Context: an optimization exercise on an open-source flow, tuned for small area and a short achievable clock period. The choices shown serve that exercise and are no tape-out recipe.
At most, simulation tests tie the RTL to the original design; equivalence was not proved.
No activity file was given, so power comes from the tool's default toggle rates.

## m6502_org
module m6502_org (clk,
   addr,
   dataenb,
   datai,
   datao,
   irq_n,
   nmi_n,
   sob_n,
   res_n,
   rdy,
   vpa,
   sync,
   we_n
   );
==> flow/config.mk <==
export PLATFORM = sky130hd
export DESIGN_NAME = m6502_org
export DESIGN_NICKNAME = m6502_org
export VERILOG_FILES = /design/flow/design.v
export SDC_FILE = /design/flow/constraint.sdc
export NUM_CORES = 4
export LEC_CHECK = 0
export ABC_AREA = 1
export CAP_MARGIN = 20
export CORE_MARGIN = 2
export CORE_UTILIZATION = 40
export GPL_ROUTABILITY_DRIVEN = 0
export PLACE_DENSITY = 0.7
export SETUP_SLACK_MARGIN = 5
export SLEW_MARGIN = 20
==> flow/constraint.sdc <==
create_clock -name core_clock -period 10.0 [get_ports {clk}]
set_input_delay 2.0000 -clock core_clock [delete_from_list [all_inputs] [get_ports {clk}]]
set_output_delay 2.0000 -clock core_clock [all_outputs]
set_load 0.01 [all_outputs]
standard.sh (not shown) runs the stock make flow with config.mk's settings and CLKGATE_MAP_FILE= SYNTH_SCRIPT=/design/flow/synth_recipe.tcl, a recipe that flattens the netlist after the stock synthesis.
==> flow/flow/run.sh <==
#!/bin/bash
set -e
export BUFFER_PORTS_ARGS="-buffer_cell sky130_fd_sc_hd__buf_2"
bash standard.sh > standard.log 2>&1
The starting point ran to the end with no violations.
Next try:
Settings changed: GPL_ROUTABILITY_DRIVEN 0 to not set, SYNTH_HIERARCHICAL set to 1.
Result:
- count of clock-buffer cells in the layout rose by 1
- power went up by 15%
- worst hold slack improved by 0.048 ns
- routed wire length rose by 35%
- non-clock buffer count shrinks by 4
- clock power rises by about 2%
- via count went up by 38%
- register-to-register slack got worse by 0.07 ns
Next try:
--- a/flow/flow/run.sh
+++ b/flow/flow/run.sh
@@ -2,0 +3 @@
+cp standard.sh standard_copy.sh.txt
Settings changed: PLACE_DENSITY 0.7 to 0.6, SYNTH_HIERARCHICAL 1 to not set.
The new run ran to the end with no violations.
Hold slack loses 0.044 ns.
Worst setup slack gains 0.029 ns.
Routed wire length went down by 16%.
Sequential share of layout area went up by 6.6 points.
Utilization went up by 2.1 points.
Synthesized area went down by 26%.
Cell count went down by 33%.
Next try:
--- a/flow/flow/run.sh
+++ b/flow/flow/run.sh
@@ -3 +2,0 @@
-cp standard.sh standard_copy.sh.txt
The changed run produced a clean layout.
Setup slack stays the same.
Total power stays the same.
Clock power hardly moves.
Sequential power barely changes.
Global-route usage stays the same.
Routed wire length stays the same.
Area after synthesis is unchanged.
Worst hold slack stays the same.
First-iteration DRC count does not change.
Core utilization does not change.
Next try:
Settings changed: PLACE_DENSITY 0.6 to 0.7.
The changed run passed the timing, design-rule and antenna checks.
Routed wire length falls by about 1.9%.
Area after synthesis is unchanged.
Final cell count hardly moves.
First-iteration DRC count rises by 4.3%.
Power fell by about 1.6%.
Die area is unchanged.
Non-clock buffer count came out lower by 4.
Worst setup slack is better by 0.029 ns.
Hold slack degrades by 0.0064 ns.
Next try:
Settings changed: PLACE_DENSITY 0.7 to 0.5.
Effect:
- clock skew rose by 0.0093 ns
- combinational power is about the same
- wire length rose by 5.0%

Setup of job 101:
m6502_org, a different RTL version from the one above (not shown whole).
For scale: roughly 2100 cells after synthesis, roughly 42 I/O pins, about 0.014 mm² of cells after synthesis.
Settings: LEC_CHECK=0, ABC_AREA=1, CAP_MARGIN=20, CORE_MARGIN=2, CORE_UTILIZATION=40, PLACE_DENSITY=0.6, SETUP_SLACK_MARGIN=4.7, SLEW_MARGIN=20; clock period 10.0 ns.
==> flow/flow/run.sh <==
#!/bin/bash
set -e
cp standard.sh standard_copy.sh.txt
export BUFFER_PORTS_ARGS="-buffer_cell sky130_fd_sc_hd__buf_4"
bash standard.sh > standard.log 2>&1
Job 101 completed; timing, DRC and antenna clean
For job 102, these inputs were changed with respect to job 101:
- a change of SETUP_SLACK_MARGIN from 4.7 to 3
==> comparison <==
Going from job 101 to job 102, non-clock buffer count shrank by more than 10%.
Going from job 101 to job 102, part of the cycle the worst path needs climbed 3.4 points, combinational fraction of design power has decreased.
No functional check of the RTL was part of any run of this note.

RTL: one of the versions met above, not the one the previous note started from.
Size in the first run: ~2000 cells after synthesis, ~170 flip-flops, ~0.013 mm^2 of cells after synthesis.
==> flow/config.mk <==
export PLATFORM = sky130hd
export DESIGN_NAME = m6502_org
export DESIGN_NICKNAME = m6502_org
export VERILOG_FILES = /design/flow/design.v
export SDC_FILE = /design/flow/constraint.sdc
export NUM_CORES = 4
export LEC_CHECK = 0
export ABC_AREA = 1
export CAP_MARGIN = 20
export CORE_MARGIN = 2
export CORE_UTILIZATION = 40
export PLACE_DENSITY = 0.6
export SETUP_SLACK_MARGIN = 5
export SLEW_MARGIN = 20
==> flow/constraint.sdc <==
create_clock -name core_clock -period 10.0 [get_ports {clk}]
set_input_delay 2.0000 -clock core_clock [delete_from_list [all_inputs] [get_ports {clk}]]
set_output_delay 2.0000 -clock core_clock [all_outputs]
set_load 0.01 [all_outputs]
==> flow/flow/run.sh <==
#!/bin/bash
set -e
export BUFFER_PORTS_ARGS="-buffer_cell sky130_fd_sc_hd__buf_1"
bash standard.sh > standard.log 2>&1
==> next run, changes <==
==> flow/flow/run.sh (replaced) <==
#!/bin/bash
set -e
cp standard.sh standard_copy.sh.txt
export BUFFER_PORTS_ARGS="-buffer_cell sky130_fd_sc_hd__buf_4"
bash standard.sh > standard.log 2>&1
=> The new run went through all stages and came out clean. Worst setup slack improves by 0.016 ns. Worst hold slack improves by 0.0034 ns. Core utilization came out higher by 0.72 points. Clock power came out lower slightly. Global-route usage came out higher by 0.82 points. Power came out higher slightly. Design area came out higher slightly. Sequential share of layout area came out lower by 0.44 points. Via count came out lower slightly. Wire length came out higher by a few percent.

m6502_org, a different RTL version from the one above (not shown whole).
For scale: ~170 flip-flops, ~14000 um2 of cells after synthesis.
// m6502_org
module m6502_org (clk,
   addr,
   dataenb,
   datai,
   datao,
   irq_n,
   nmi_n,
   sob_n,
   res_n,
   rdy,
   vpa,
   sync,
   we_n
   );
export LEC_CHECK = 0
export ABC_AREA = 1
export CAP_MARGIN = 20
export CORE_MARGIN = 2
export CORE_UTILIZATION = 55
export PLACE_DENSITY = 0.75
export SETUP_SLACK_MARGIN = 5
export SLEW_MARGIN = 20
create_clock -name core_clock -period 10.0 [get_ports {clk}]
==> flow/flow/run.sh <==
#!/bin/bash
set -e
cp standard.sh standard_copy.sh.txt
export BUFFER_PORTS_ARGS="-buffer_cell sky130_fd_sc_hd__buf_4"
bash standard.sh > standard.log 2>&1
The starting point finished clean.
==> next run, changes <==
- ABC_AREA: 1 -> unset
- CORE_UTILIZATION: 55 -> 40
- PLACE_DENSITY: 0.75 -> 0.6
Critical path depth fell by 8. Final cell count fell by roughly a tenth. Clock power went up by a few percent. Register-to-register slack got worse by 20 ps. Clock skew rises by 3.1 ps. Routed wire length decreases by a few percent.

m6502_org again, from the RTL that the note above started with.
## m6502_org
module m6502_org (clk,
   addr,
   dataenb,
   datai,
   datao,
   irq_n,
   nmi_n,
   sob_n,
   res_n,
   rdy,
   vpa,
   sync,
   we_n
   );
export LEC_CHECK = 0
export ABC_AREA = 1
export CAP_MARGIN = 20
export CORE_MARGIN = 2
export CORE_UTILIZATION = 40
export CTS_BUF_LIST = sky130_fd_sc_hd__clkbuf_8
export CTS_CLUSTER_DIAMETER = 100
export CTS_CLUSTER_SIZE = 30
export PLACE_DENSITY = 0.6
export SETUP_SLACK_MARGIN = 5
export SLEW_MARGIN = 20
create_clock -name core_clock -period 10.0 [get_ports {clk}]
Scripts as last shown in full above: flow/flow/run.sh
==> next run, changes <==
CTS_BUF_LIST = default   (was sky130_fd_sc_hd__clkbuf_8)
CTS_CLUSTER_DIAMETER = default   (was 100)
CTS_CLUSTER_SIZE = default   (was 30)
SETUP_SLACK_MARGIN = 4.7   (was 5)
Result: The changed run went through all stages and came out clean; final area is about the same; wire length decreases slightly; sequential share of layout area is about the same; maximum frequency decreases by a few percent; power increases slightly; worst setup slack gets worse by 0.21 ns.

m6502_org again, from the RTL that the note above started with.
==> flow/config.mk <==
export PLATFORM = sky130hd
export DESIGN_NAME = m6502_org
export DESIGN_NICKNAME = m6502_org
export VERILOG_FILES = /design/flow/design.v
export SDC_FILE = /design/flow/constraint.sdc
export NUM_CORES = 4
export LEC_CHECK = 0
export ABC_AREA = 1
export CAP_MARGIN = 20
export CORE_MARGIN = 2
export CORE_UTILIZATION = 40
export PLACE_DENSITY = 0.6
export SLEW_MARGIN = 20
==> flow/constraint.sdc <==
create_clock -name core_clock -period 10.0 [get_ports {clk}]
set_input_delay 2.0000 -clock core_clock [delete_from_list [all_inputs] [get_ports {clk}]]
set_output_delay 2.0000 -clock core_clock [all_outputs]
set_load 0.01 [all_outputs]
==> flow/flow/run.sh <==
#!/bin/bash
set -e
cp standard.sh standard_copy.sh.txt
export BUFFER_PORTS_ARGS="-buffer_cell sky130_fd_sc_hd__buf_4"
export SETUP_SLACK_MARGIN=5.5
bash standard.sh > standard.log 2>&1
The starting point completed with no timing, DRC or antenna violations.
==> next run, changes <==
--- a/flow/flow/run.sh
+++ b/flow/flow/run.sh
@@ -5 +4,0 @@
-export SETUP_SLACK_MARGIN=5.5
SETUP_SLACK_MARGIN = 5   (was default)
Effect: The new run passed the timing, design-rule and antenna checks. Worst hold slack barely changes. Final cell count drops by a few percent. Cell area drops by a few percent. Combinational power goes down by about a fifth. Total power falls by roughly a tenth. Setup slack got worse by 230 ps. Register-to-register slack degrades by 150 ps.

-- what the ideal ports hide --
The flow's constraints put no driver on any port. The routed layouts listed below were extracted and timed again, unchanged, in two steps. Step 1: set_driving_cell puts a clkbuf_16 on clk and a buf_2 on each other input, an assumption about the parent block. Step 2 moves the port delays by t, midway between the first and last clock arrival at a register: inputs arrive t later, outputs are due t later. That takes back most of the time a late clock gives input paths. a / b / c = no drivers / after step 1 / after step 2; a / b = the first two.
run | t, ns | setup slack, ns | hold WS [ns] | latest minus earliest clock arrival (ns)
the first run of note 1 | 0.492 | 5.124 / 5.077 / 5.014 | 0.354 / 0.354 / 0.354 | 0.017 / 0.017
the second run of note 1 | 0.512 | 5.078 / 5.026 / 4.807 | 0.402 / 0.402 / 0.402 | 0.024 / 0.024
the third run of note 1 | 0.499 | 5.107 / 5.051 / 4.883 | 0.358 / 0.358 / 0.358 | 0.018 / 0.018
the fourth run of note 1 | 0.499 | 5.107 / 5.051 / 4.883 | 0.358 / 0.358 / 0.358 | 0.018 / 0.018
the fifth run of note 1 | 0.511 | 5.136 / 5.078 / 4.757 | 0.352 / 0.352 / 0.352 | 0.024 / 0.024
the sixth run of note 1 | 0.511 | 5.095 / 5.041 / 4.735 | 0.352 / 0.352 / 0.352 | 0.033 / 0.034
job 101 | 0.511 | 4.795 / 4.740 / 5.214 | 0.364 / 0.364 / 0.364 | 0.026 / 0.026
job 102 | 0.506 | 4.454 / 4.400 / 4.906 | 0.364 / 0.364 / 0.364 | 0.021 / 0.021
the first run of note 3 | 0.506 | 5.129 / 5.072 / 4.821 | 0.358 / 0.358 / 0.358 | 0.022 / 0.021
the second run of note 3 | 0.506 | 5.145 / 5.089 / 4.689 | 0.362 / 0.362 / 0.362 | 0.026 / 0.025
the first run of note 4 | 0.486 | 5.079 / 5.025 / 4.754 | 0.358 / 0.358 / 0.358 | 0.019 / 0.019
the second run of note 4 | 0.516 | 5.021 / 4.965 / 4.952 | 0.353 / 0.353 / 0.353 | 0.021 / 0.021
the first run of note 5 | 0.541 | 5.098 / 5.047 / 4.644 | 0.361 / 0.361 / 0.361 | 0.034 / 0.034
the second run of note 5 | 0.495 | 4.888 / 4.844 / 4.428 | 0.355 / 0.355 / 0.355 | 0.024 / 0.024
the first run of note 6 | 0.498 | 5.323 / 5.268 / 5.272 | 0.356 / 0.356 / 0.356 | 0.021 / 0.020
the second run of note 6 | 0.502 | 5.095 / 5.035 / 4.899 | 0.358 / 0.358 / 0.358 | 0.024 / 0.024
After both steps every run listed still meets setup and hold. The setup slack of the second run of note 5, which loses most, moves by -0.044 ns with the drivers and by -0.460 ns with both steps.
